Background: an optimization exercise with open tools, aiming at small area, a short achievable clock period and few clock cycles. Do not read the settings as production practice.
Function was checked by simulation only, so behaviour that the tests miss may differ from the original.
No activity file was given, so power comes from the tool's default toggle rates.

### design/flow/design.v
module ysyx_24090012(
    input         clk,          
    input         reset,          
    input         io_interrupt,   
    input         io_master_awready,
    output        io_master_awvalid,
    output [31:0] io_master_awaddr,
    output [3:0]  io_master_awid,
    output [7:0]  io_master_awlen,
    output [2:0]  io_master_awsize,
    output [1:0]  io_master_awburst,
    input         io_master_wready,
    output        io_master_wvalid,
    output [31:0] io_master_wdata,
    output [3:0]  io_master_wstrb,
    output        io_master_wlast,
    output        io_master_bready,
    input         io_master_bvalid,
    input  [1:0]  io_master_bresp,
    input  [3:0]  io_master_bid,
    input         io_master_arready,
    output        io_master_arvalid,
    output [31:0] io_master_araddr,
    output [3:0]  io_master_arid,
    output [7:0]  io_master_arlen,
    output [2:0]  io_master_arsize,
    output [1:0]  io_master_arburst,
    output        io_master_rready,
    input         io_master_rvalid,
    input  [1:0]  io_master_rresp,
    input  [31:0] io_master_rdata,
    input         io_master_rlast,
    input  [3:0]  io_master_rid
);
localparam NL = 4;               
localparam LB = 2;               
localparam NW = 4;               
localparam WB = 2;               
localparam TB = 32 - LB - WB - 2;
reg  [31:0] pcf;
reg  [31:0] cdata [0:NL*NW-1];
reg  [TB-1:0] ctag [0:NL-1];
reg  [NL*NW-1:0] wv;             
reg  [31:0] rf [1:15];
reg         x_valid;
reg  [31:0] x_pc, x_inst, x_a, x_ob, x_b, x_tgt;
reg         x_pred;
reg         xk_op, xk_opi, xk_ld, xk_st, xk_br, xk_jal, xk_jalr, xk_sys, xk_redir, xk_ecall;
reg         xs_alu, xs_imm, xs_tgt, xs_pc4, xs_csr, xs_zext;    
reg         x_wen;               
reg  [1:0]  bstate;
localparam B_IDLE = 2'd0, B_WR = 2'd1, B_LD = 2'd2, B_IF = 2'd3;
reg         ar_v, aw_v, w_v;
reg  [31:0] ar_addr;
reg  [7:0]  ar_len;
reg  [2:0]  ar_size;
reg  [31:0] st_addr, st_data;
reg  [3:0]  st_strb;
reg  [2:0]  st_size;
reg         st_pend;
reg  [WB-1:0] fill_word;
reg         ld_issued;
reg         ld_clint;
reg         r_v, r_tz;
reg  [31:0] mstatus, mtvec, mepc, mcause;
reg         pend_v;
reg  [1:0]  pend_sel;
reg  [31:0] pend_data;
reg  [11:0] tpre;
reg  [57:0] tcnt;
wire [LB-1:0] f_idx  = pcf[LB+WB+1:WB+2];
wire [WB-1:0] f_word = pcf[WB+1:2];
wire [TB-1:0] f_tag  = pcf[31:LB+WB+2];
wire        f_hit  = wv[{f_idx, f_word}] && (ctag[f_idx] == f_tag);
wire [31:0] f_inst = cdata[{f_idx, f_word}];
wire [6:0]  f_op  = f_inst[6:0];
wire [2:0]  f_f3  = f_inst[14:12];
wire [6:0]  f_f7  = f_inst[31:25];
wire [3:0]  f_rs1 = f_inst[18:15];
wire [3:0]  f_rs2 = f_inst[23:20];
wire [3:0]  f_rd  = f_inst[10:7];
wire        k_lui   = (f_op == 7'b0110111);
wire        k_auipc = (f_op == 7'b0010111);
wire        k_jal   = (f_op == 7'b1101111);
wire        k_jalr  = (f_op == 7'b1100111);
wire        k_br    = (f_op == 7'b1100011);
wire        k_ld    = (f_op == 7'b0000011);
wire        k_st    = (f_op == 7'b0100011);
wire        k_opi   = (f_op == 7'b0010011);
wire        k_op    = (f_op == 7'b0110011);
wire        k_sys   = (f_op == 7'b1110011);
wire [11:0] f_csr   = f_inst[31:20];
wire        k_ecall = k_sys && f_f3 == 3'b000 && f_csr == 12'h000;
wire        k_mret  = k_sys && f_f3 == 3'b000 && f_csr == 12'h302;
wire        k_ebrk  = k_sys && f_f3 == 3'b000 && f_csr == 12'h001;
wire        k_csrw  = k_sys && (f_f3 == 3'b001 || f_f3 == 3'b010);
wire        f_use1 = !(k_lui || k_auipc || k_jal);
wire        f_use2 = k_op || k_br || k_st;
wire        f7_0  = (f_f7 == 7'b0000000);
wire        f7_20 = (f_f7 == 7'b0100000);
wire        op_ok  = f7_0 || (f7_20 && (f_f3 == 3'b000 || f_f3 == 3'b101));
wire        opi_ok = !((f_f3 == 3'b001 && !f7_0) || (f_f3 == 3'b101 && !f7_0 && !f7_20));
wire        s_alu  = (k_op && op_ok) || (k_opi && opi_ok);
wire        s_zext = (k_op && !op_ok) || (k_opi && !opi_ok) || (k_sys && !k_csrw && !k_ecall && !k_mret && !k_ebrk);
wire        f_wen  = (k_opi || k_lui || k_auipc || k_sys || k_jal || k_jalr || k_op || k_ld) && (f_rd != 4'd0);
wire [31:0] f_iimm = {{20{f_inst[31]}}, f_inst[31:20]};
wire [31:0] f_simm = {{20{f_inst[31]}}, f_inst[31:25], f_inst[11:7]};
wire [31:0] f_bimm = {{20{f_inst[31]}}, f_inst[7], f_inst[30:25], f_inst[11:8], 1'b0};
wire [31:0] f_jimm = {{12{f_inst[31]}}, f_inst[19:12], f_inst[20], f_inst[30:21], 1'b0};
wire [31:0] f_uimm = {f_inst[31:12], 12'b0};
wire [31:0] f_tgt  = pcf + (k_jal ? f_jimm : (k_auipc ? f_uimm : f_bimm));
wire        f_pred = k_jal || (k_br && f_inst[31]);
wire [31:0] f_pc4  = pcf + 32'd4;
wire [31:0] f_imm  = k_lui ? f_uimm : (k_st ? f_simm : f_iimm);
wire [2:0]  f3 = x_inst[14:12];
wire [3:0]  x_rd = x_inst[10:7];
wire [11:0] x_csr = x_inst[31:20];
wire        sub_op = xk_op && x_inst[30];
wire [31:0] sum = x_a + (sub_op ? ~x_ob : x_ob) + {31'b0, sub_op};
wire        ltu = (x_a < x_ob);
wire        lts = ($signed(x_a) < $signed(x_ob));
wire        eq  = (x_a == x_ob);
wire [4:0]  shamt = x_ob[4:0];
wire [31:0] sll = x_a << shamt;
wire [31:0] shr = $signed({x_inst[30] & x_a[31], x_a}) >>> shamt;
reg  [31:0] alu;
always @(*) begin
    case (f3)
        3'd0: alu = sum;
        3'd1: alu = sll;
        3'd2: alu = {31'b0, lts};
        3'd3: alu = xk_op ? {31'b0, ltu} : {31'b0, (x_a == 32'h0)};
        3'd4: alu = x_a ^ x_ob;
        3'd5: alu = shr[31:0];
        3'd6: alu = x_a | x_ob;
        default: alu = x_a & x_ob;
    endcase
end
wire        c_mstatus = (x_csr == 12'h300);
wire        c_mtvec   = (x_csr == 12'h305);
wire        c_mepc    = (x_csr == 12'h341);
wire        c_mcause  = (x_csr == 12'h342);
wire [31:0] csr_rd = (c_mstatus ? mstatus : 32'h0) | (c_mtvec ? mtvec : 32'h0) |
                     (c_mepc ? mepc : 32'h0) | (c_mcause ? mcause : 32'h0) |
                     ((x_csr == 12'hF11) ? 32'h79737978 : 32'h0) |
                     ((x_csr == 12'hF12) ? 32'h016F959E : 32'h0);
wire        csr_wr  = xs_csr && (c_mstatus || c_mtvec || c_mepc || c_mcause);
wire [31:0] pc4 = x_pc + 32'd4;
wire [31:0] res = ({32{xs_alu}} & alu) | ({32{xs_imm}} & x_ob) | ({32{xs_tgt}} & x_tgt) |
                  ({32{xs_pc4}} & pc4) | ({32{xs_csr}} & csr_rd) | ({32{xs_zext}} & {24'b0, x_a[7:0]});
reg br_cond;
always @(*) begin
    case (f3)
        3'b000: br_cond = eq;
        3'b001: br_cond = !eq;
        3'b100: br_cond = lts;
        3'b101: br_cond = !lts;
        3'b110: br_cond = ltu;
        3'b111: br_cond = !ltu;
        default: br_cond = 1'b0;
    endcase
end
wire        x_tz    = (x_tgt == 32'h0);
wire        br_eff  = (xk_jal || (xk_br && br_cond)) && !x_tz;
wire        mispred = x_valid && (xk_br || xk_jal) && (br_eff != x_pred);
wire [31:0] br_pc   = br_eff ? x_tgt : pc4;
wire [31:0] redir_raw = xk_jalr ? {sum[31:1], 1'b0} : (xk_ecall ? mtvec : mepc);
wire [1:0]  lo = sum[1:0];
wire [2:0]  ld_size = (f3 == 3'b001 || f3 == 3'b101) ? 3'd1 : (f3 == 3'b010) ? 3'd2 : 3'd0;
wire [2:0]  sd_size = (f3 == 3'b001) ? 3'd1 : (f3 == 3'b010) ? 3'd2 : 3'd0;
reg  [3:0]  sd_strb;
always @(*) begin
    case (sd_size)
        3'd0: sd_strb = 4'b0001 << lo;
        3'd1: sd_strb = (lo == 2'b00) ? 4'b0011 : (lo == 2'b10) ? 4'b1100 : 4'b0000;
        default: sd_strb = (lo == 2'b00) ? 4'b1111 : 4'b0000;
    endcase
end
wire [31:0] sd_data = (sd_size == 3'd0) ? {4{x_b[7:0]}} : (sd_size == 3'd1) ? {2{x_b[15:0]}} : x_b;
wire        is_clint = (sum[31:16] == 16'h0200);
wire [31:0] tword = (sum[3:0] == 4'hC) ? {6'b0, tcnt[57:32]} : tcnt[31:0];
wire [LB-1:0] fill_idx = ar_addr[LB+WB+1:WB+2];
wire        bus_free = (bstate == B_IDLE) ||
                       (bstate == B_WR && io_master_bvalid) ||
                       (bstate == B_LD && ld_clint) ||
                       ((bstate == B_LD || bstate == B_IF) && io_master_rvalid && io_master_rlast);
wire        x_st_go = x_valid && xk_st && !st_pend;
wire        ld_req  = x_valid && xk_ld && !ld_issued && !st_pend;
wire        ld_done = ld_issued && (ld_clint || ((bstate == B_LD) && io_master_rvalid));
wire [31:0] ld_word = ld_clint ? tword : io_master_rdata;
wire        ld_uns = (f3 == 3'b100 || f3 == 3'b101);
reg  [31:0] ld_val;
always @(*) begin
    case (ld_size)
        3'd0: begin
            case (lo)
                2'd0: ld_val = {{24{!ld_uns & ld_word[7]}},  ld_word[7:0]};
                2'd1: ld_val = {{24{!ld_uns & ld_word[15]}}, ld_word[15:8]};
                2'd2: ld_val = {{24{!ld_uns & ld_word[23]}}, ld_word[23:16]};
                default: ld_val = {{24{!ld_uns & ld_word[31]}}, ld_word[31:24]};
            endcase
        end
        3'd1: ld_val = (lo == 2'd0) ? {{16{!ld_uns & ld_word[15]}}, ld_word[15:0]} :
                       (lo == 2'd2) ? {{16{!ld_uns & ld_word[31]}}, ld_word[31:16]} : 32'h0;
        default: ld_val = (lo == 2'd0) ? ld_word : 32'h0;
    endcase
end
wire        x_done  = !x_valid || (xk_st ? !st_pend : (xk_ld ? ld_done : (xk_redir ? r_v : 1'b1)));
wire        x_stall = !x_done;
wire        x_ret   = x_valid && x_done;
wire        x_wr    = x_ret && x_wen;
wire        fwd_ok = x_valid && x_wen && !xk_ld;
wire [31:0] rf1 = (f_rs1 == 4'd0) ? 32'h0 : rf[f_rs1];
wire [31:0] rf2 = (f_rs2 == 4'd0) ? 32'h0 : rf[f_rs2];
wire [31:0] f_a = (fwd_ok && x_rd == f_rs1) ? res : rf1;
wire [31:0] f_b = (fwd_ok && x_rd == f_rs2) ? res : rf2;
wire        f_haz = x_valid && xk_ld && x_wen &&
                    ((f_use1 && f_rs1 == x_rd) || (f_use2 && f_rs2 == x_rd));
wire        f_block = (x_valid && xk_redir) || mispred;
wire        f_adv = f_hit && !x_stall && !f_haz && !f_block;
wire        if_req = !f_hit && !f_block && (bstate != B_IF) && !(x_valid && xk_ld && !ld_issued);
always @(posedge clk) begin
    if (reset) begin
        pcf <= 32'h3000_0000;
        wv <= {(NL*NW){1'b0}};
        x_valid <= 1'b0;
        bstate <= B_IDLE;
        ar_v <= 1'b0; aw_v <= 1'b0; w_v <= 1'b0;
        st_pend <= 1'b0;
        ld_issued <= 1'b0; ld_clint <= 1'b0;
        r_v <= 1'b0;
        mstatus <= 32'h0; mtvec <= 32'h0; mepc <= 32'h0; mcause <= 32'h0;
        pend_v <= 1'b0;
        tpre <= 12'h0; tcnt <= 58'h0;
    end else begin
        tpre <= tpre + 12'h1;
        if (tpre == 12'hFFF) tcnt <= tcnt + 58'h1;
        if (r_v) pcf <= r_tz ? pc4 : redir_raw;
        else if (mispred) pcf <= br_pc;
        else if (f_adv) pcf <= f_pred ? f_tgt : f_pc4;
        r_v <= x_valid && xk_redir && !r_v;
        r_tz <= (redir_raw == 32'h0);
        if (!x_stall) begin
            x_valid <= f_adv;
            x_pc <= pcf; x_inst <= f_inst; x_tgt <= f_tgt;
            x_a <= f_a; x_b <= f_b; x_ob <= (k_op || k_br) ? f_b : f_imm;
            x_pred <= f_pred;
            xk_op <= k_op; xk_opi <= k_opi; xk_ld <= k_ld; xk_st <= k_st; xk_br <= k_br;
            xk_jal <= k_jal; xk_jalr <= k_jalr; xk_sys <= k_sys;
            xk_redir <= k_jalr || k_ecall || k_mret; xk_ecall <= k_ecall;
            xs_alu <= s_alu; xs_imm <= k_lui; xs_tgt <= k_auipc; xs_pc4 <= k_jal || k_jalr;
            xs_csr <= k_csrw; xs_zext <= s_zext;
            x_wen <= f_wen;
        end
        if (x_wr) rf[x_rd] <= xk_ld ? ld_val : res;
        if (x_ret) begin
            if (pend_v) begin
                case (pend_sel)
                    2'd0: mstatus <= pend_data;
                    2'd1: mtvec <= pend_data;
                    2'd2: mepc <= pend_data;
                    default: mcause <= pend_data;
                endcase
            end
            pend_v <= csr_wr;
            pend_sel <= c_mstatus ? 2'd0 : c_mtvec ? 2'd1 : c_mepc ? 2'd2 : 2'd3;
            pend_data <= (f3 == 3'b001) ? x_a : (csr_rd | x_a);
            if (xk_ecall) begin
                mepc <= x_pc;
                mcause <= 32'h0000000b;
            end
        end
        if (w_v && io_master_wready) st_pend <= 1'b0;
        if (x_st_go) begin
            st_pend <= 1'b1;
            st_addr <= sum; st_data <= sd_data; st_strb <= sd_strb; st_size <= sd_size;
        end
        if (ld_done) begin ld_issued <= 1'b0; ld_clint <= 1'b0; end
        if (ar_v && io_master_arready) ar_v <= 1'b0;
        if (aw_v && io_master_awready) aw_v <= 1'b0;
        if (w_v && io_master_wready) w_v <= 1'b0;
        if (bstate == B_IF && io_master_rvalid) begin
            cdata[{fill_idx, fill_word}] <= io_master_rdata;
            wv[{fill_idx, fill_word}] <= 1'b1;
            fill_word <= fill_word + 1'b1;
        end
        if (bus_free) begin
            bstate <= B_IDLE;
            if (st_pend || x_st_go) begin
                bstate <= B_WR;
                aw_v <= 1'b1; w_v <= 1'b1;
            end else if (ld_req) begin
                bstate <= B_LD;
                ar_v <= !is_clint; ar_addr <= sum; ar_len <= 8'd0; ar_size <= ld_size;
                ld_issued <= 1'b1; ld_clint <= is_clint;
            end else if (if_req) begin
                bstate <= B_IF;
                ar_v <= 1'b1; ar_addr <= {pcf[31:2], 2'b00};
                ar_len <= {{(8-WB){1'b0}}, ~f_word}; ar_size <= 3'd2;
                fill_word <= f_word;
                ctag[f_idx] <= f_tag;
                if (ctag[f_idx] != f_tag) wv[f_idx*NW +: NW] <= {NW{1'b0}};
            end
        end
    end
end
assign io_master_awvalid = aw_v;
assign io_master_awaddr  = st_addr;
assign io_master_awid    = 4'h0;
assign io_master_awlen   = 8'd0;
assign io_master_awsize  = st_size;
assign io_master_awburst = 2'b01;
assign io_master_wvalid  = w_v;
assign io_master_wdata   = st_data;
assign io_master_wstrb   = st_strb;
assign io_master_wlast   = 1'b1;
assign io_master_bready  = 1'b1;
assign io_master_arvalid = ar_v;
assign io_master_araddr  = ar_addr;
assign io_master_arid    = 4'h0;
assign io_master_arlen   = ar_len;
assign io_master_arsize  = ar_size;
assign io_master_arburst = 2'b01;
assign io_master_rready  = 1'b1;
endmodule
### design/flow/flow/run.sh
#!/bin/bash
# The standard layout (standard.sh), with the setup repair aimed at 10 ns of slack
# at the design's 16 ns clock, so that repair_timing keeps shortening the critical paths.
set -euo pipefail
bash standard.sh SETUP_SLACK_MARGIN=10 finish > standard_flow.log 2>&1
### design/flow/standard.sh
#!/bin/bash
# synth_recipe.tcl (not shown) runs the flow's synth.tcl, then flattens the netlist and writes it again
# the make line also repeats each setting of config.mk as NAME=value (left out here)
make -C /OpenROAD-flow-scripts/flow DESIGN_CONFIG=/design/flow/config.mk WORK_HOME=/design/flow/orfs CLKGATE_MAP_FILE= SYNTH_SCRIPT=/design/flow/synth_recipe.tcl "${@:-finish}"
### design/flow/config.mk
export PLATFORM = sky130hd
export DESIGN_NAME = ysyx_24090012
export DESIGN_NICKNAME = ysyx_24090012
export VERILOG_FILES = /design/flow/design.v
export SDC_FILE = /design/flow/constraint.sdc
export NUM_CORES = 4
export LEC_CHECK = 0
export CAP_MARGIN = 20
export CORE_MARGIN = 2
export CORE_UTILIZATION = 30
export SLEW_MARGIN = 20
### design/flow/constraint.sdc
create_clock -name core_clock -period 16.0 [get_ports {clk}]
set_input_delay 3.2000 -clock core_clock [delete_from_list [all_inputs] [get_ports {clk}]]
set_output_delay 3.2000 -clock core_clock [all_outputs]
set_load 0.01 [all_outputs]
==> flow_metrics.env <==
export IMPL_layout_commonest_cell="edfxtp_1"
export IMPL_slowest_delay_ns=0.66
export IMPL_grt_pass1_vias=59800
export IMPL_overflow=0
export IMPL_ys_warn_count=1
export IMPL_crit_required_ns=16.48
export IMPL_cp_arrival_ns=6.55
export IMPL_rsz0062_at_grt="yes"
export IMPL_power_density_nw_per_um2=98.4
export IMPL_synth_seq_cells=1694
export IMPL_dominantRegCellSynth="edfxtp_1"
export IMPL_synthXorXnorAreaFrac_pct=2.24
export IMPL_power_leakage_nw=33.1
export IMPL_yosys_top_cells_area="edfxtp_1 (50%), mux4_2 (12%), dfxtp_1 (6.1%), nand2_1 (3.2%), ha_1 (2.4%)"
export IMPL_start_util_pct=30.2
export IMPL_htreeDepth=4
export IMPL_hp_start="pcf[0]"
export IMPL_synth_area_leader_cell="edfxtp_1"
export IMPL_dieArea_um2=291000
export IMPL_drc=0
export IMPL_drive_gt1_share_pct=17.7
export IMPL_path_max_fanout=26
export IMPL_cp_slowest_cell="edfxtp_1"
export IMPL_fin_nets=7008
export IMPL_cp_startpoint="x_ob[4]"
export IMPL_synth_top_family_by_area="multiplexers"
export IMPL_hold_path_class="reg2reg"
export IMPL_cpMostUsedCell="or4_1"
export IMPL_clkLatencyLatePin_ns=0.89
export IMPL_synth_cells=6640
export IMPL_cts_buffers=173
export IMPL_clock_sinks=1694
export IMPL_pin_count=193
export IMPL_p_total_mw=9.80
export IMPL_ir_drop_mv=0.0742
export IMPL_num_fill_cells=27500
export IMPL_antenna_found_initial=32
export IMPL_yosysUniqueCellTypes=99
export IMPL_die_w_um=539
export IMPL_fin_crit_ns=6.07
export IMPL_setup_viol=0
export IMPL_max_slew_worst_pin_slew_ns=1.21
export IMPL_yosysSeqAreaShare_pct=56.1
export IMPL_report_final_slew_viol_count=0
export IMPL_fmax_ghz=0.165
export IMPL_timing_hold_ws_ns=0.454
export IMPL_start_kind="register"
export IMPL_fin_crit_sh_pct=37.9
export IMPL_post_drt_wl_per_cell_um=30.3
export IMPL_crit_type="reg2reg"
export IMPL_cp_cell_sequence="clkinvlp_4 -> ha_1 -> or4_1 -> or4_1 -> o41a_1 -> a311o_1 -> a22o_1 -> o21ai_4 -> a21oi_4 -> buf_12 -> nor4_4 -> and2_1 -> and3_4"
export IMPL_clock_path_buffers=3
export IMPL_dpl_hpwl_um=217000
export IMPL_via_count=62200
export IMPL_netlist_area_um2=86000
export IMPL_async_flop_share_pct=0
export IMPL_utilization_pct=34.9
export IMPL_cts_clk_slew_worst_paths_ns=0.06
export IMPL_hold_buffers=0
export IMPL_synth_simple_gate_area_share_pct=9.48
export IMPL_area_growth_pct=15.9
export IMPL_core_area_um2=285000
export IMPL_wl_um=324000
export IMPL_portBuffers=148
export IMPL_initialDrtViolationCount=8491
export IMPL_finClkSkew_ns=0.0972
export IMPL_synth_top_cell_area_share_pct=50.0
export IMPL_rows=196
export IMPL_dr_pass1_iters=9
export IMPL_synth_mux_area_share_pct=15.6
export IMPL_drv_cap=0
export IMPL_postRouteAntennaNets=0
export IMPL_grt_usage_pct=21.5
export IMPL_hold_violations=0
export IMPL_slew_limit_headroom_pct=19.3
export IMPL_final_cell_mix="edfxtp_1 (1,433), nand2_1 (735), nor2_1 (480), mux4_2 (458), a21oi_1 (387)"
export IMPL_fin_setup_tns_ns=0
export IMPL_endpoint_kind="register"
export IMPL_globalplace_congestion=0.995
export IMPL_synth_avg_cell_area_um2=13.0
export IMPL_grt_pass1_wl_um=452000
export IMPL_root_buffer="clkbuf_16"
export IMPL_grt_max_degree=197
export IMPL_tritoncts="yes"
export IMPL_synth_edf_count=1433
export IMPL_status="complete, no violations"
export IMPL_cp_top_family="simple AND/OR/NAND/NOR gates"
export IMPL_vias_per_cell=5.81
export IMPL_synth_fa_ha_area_share_pct=2.48
export IMPL_synth_compound_area_share_pct=10.8
export IMPL_reg2reg_from="x_ob[4]"
export IMPL_worst_path_buf_inv=2
export IMPL_die_y_um=539
kinds of logic (layout without fill, tap and decap cells):
family | Yosys count | count (layout)
AOI/OAI and AO/OA | 1392 | 1393
buffers and inverters | 634 | 898
other | 2 | 38
DFF | 1694 | 1694
adders and majority gates | 169 | 169
and+or+nand+nor | 1815 | 1817
muxes | 714 | 714
xor gates and xnor gates | 220 | 220
metrics by stage:
| stage | cells | setup WS (ns) | area [um^2] |
|---|---|---|---|
| after global placement | 10300 | 8.04 | 92200 |
| after global routing | 10700 | 9.87 | 99700 |
| after floorplan | 6669 | 8.75 | 86300 |
| after CTS | 10700 | 9.95 | 99000 |
| final | 10700 | 9.93 | 99700 |
| after detailed placement | 10300 | 8.05 | 92200 |
flip-flops by register name (all words and copies together), names as in the netlist, 12 cells and up, named ones only:
register / count
ar_addr: 32
cdata: 512
ctag: 104
mcause: 32
mepc: 32
mstatus: 32
mtvec: 32
pcf: 32
pend_data: 32
rf: 480
st_addr: 32
st_data: 32
tcnt: 58
tpre: 12
wv: 16
x_a: 32
x_b: 32
x_inst: 19
x_ob: 32
x_pc: 32
x_tgt: 31
path summary, 6_finish.rpt:
check / slack [ns] / endpoint / cells past startpoint
worst max-delay path: 9.93 / ctag[0][2] / 13
worst min-delay path: 0.45 / x_pc[0] / 0
worst max register to register: 9.93 / ctag[0][2] / 13
worst min register to register: 0.45 / x_pc[0] / 0
cells in the mapped netlist, types with 57 or more instances:
master / number
edfxtp_1: 1433
nand2_1: 740
nor2_1: 512
mux4_2: 458
a21oi_1: 408
clkbuf_1: 285
dfxtp_1: 261
o21ai_0: 259
mux2i_1: 179
ha_1: 167
inv_1: 161
xnor2_1: 132
nand3_1: 107
a22oi_1: 90
xor2_1: 88
nor3_1: 87
a211oi_1: 77
a22o_1: 61
buf_2: 57
routing by layer:
metal  GRT usage (%)  up-vias  share of wire [%]
met5               0        -              0.065
met4            12.2       34                6.6
met3            5.17      817                 10
met2            33.0     3668                 44
met1            27.7    31700                 39
li1                -    26000                  -
report_power, final:
| group | leakage, nW | switching (mW) | internal (mW) |
|---|---|---|---|
| Clock | 2.91 | 1.84 | 2.42 |
| Combinational | 15.0 | 0.484 | 0.192 |
| Sequential | 15.2 | 0.0368 | 4.83 |
cell type report:
class	instances	area (um^2)	share of cell area, %
diodes	7	17.5	0.0176
clock buffers	224	4720	4.74
clock inverters	101	1310	1.32
inverters	171	669	0.672
multi-input cells	4344	36100	36.2
flip-flops and latches	1694	48300	48.4
well taps	3762	4710	4.72
repair buffers	401	3880	3.89
repair inverters	1	5.00	0.00502
timing repair:
action | CTS | global route
gates cloned | 1 | 6
buffers inserted | 19 | 30
endpoints found under the hold margin | 0 | 0
resized for setup | 103 | 65
setup endpoints to repair | 1292 | 918
pin swaps | 5 | 17
worst register-to-register path, cell delays in order (launching register included):
cell and delay, ns:
edfxtp_1 0.66, clkinvlp_4 0.45, ha_1 0.41, or4_1 0.54, or4_1 0.55, o41a_1 0.35, a311o_1 0.37, a22o_1 0.39
o21ai_4 0.40, a21oi_4 0.11, buf_12 0.18, nor4_4 0.35, and2_1 0.39, and3_4 0.55
Testbench counts, summed over its fixed seeds: cycles 1,376,372.

## port drivers added, routing unchanged
The results above use ideal ports. As a check the final layout listed here was re-extracted and re-timed, cells and wires unchanged.
Step 1 (the two cells are an assumption about what drives the block):
set clk [get_ports {clk}]
set_driving_cell -lib_cell sky130_fd_sc_hd__clkbuf_16 $clk
set_driving_cell -lib_cell sky130_fd_sc_hd__buf_2 [delete_from_list [all_inputs] $clk]
Step 2, shift: input delay + t, output delay - t, t = (earliest + latest rising clock arrival at the registers) / 2. This alone moves slack from input paths to output paths.
Slacks: no drivers / after step 1 / after step 2; pairs: no drivers / after step 1.
t (ns): 0.928
slack for setup (ns): 9.930 / 9.930 / 9.148
worst register clock-pin slew, ns: 0.09 / 0.09
worst data-port slew with drivers (ns): 0.16
After both steps this run still meets setup and hold. For this run, drivers alone change the setup slack by 0.000 ns; drivers and shift together by -0.782 ns.
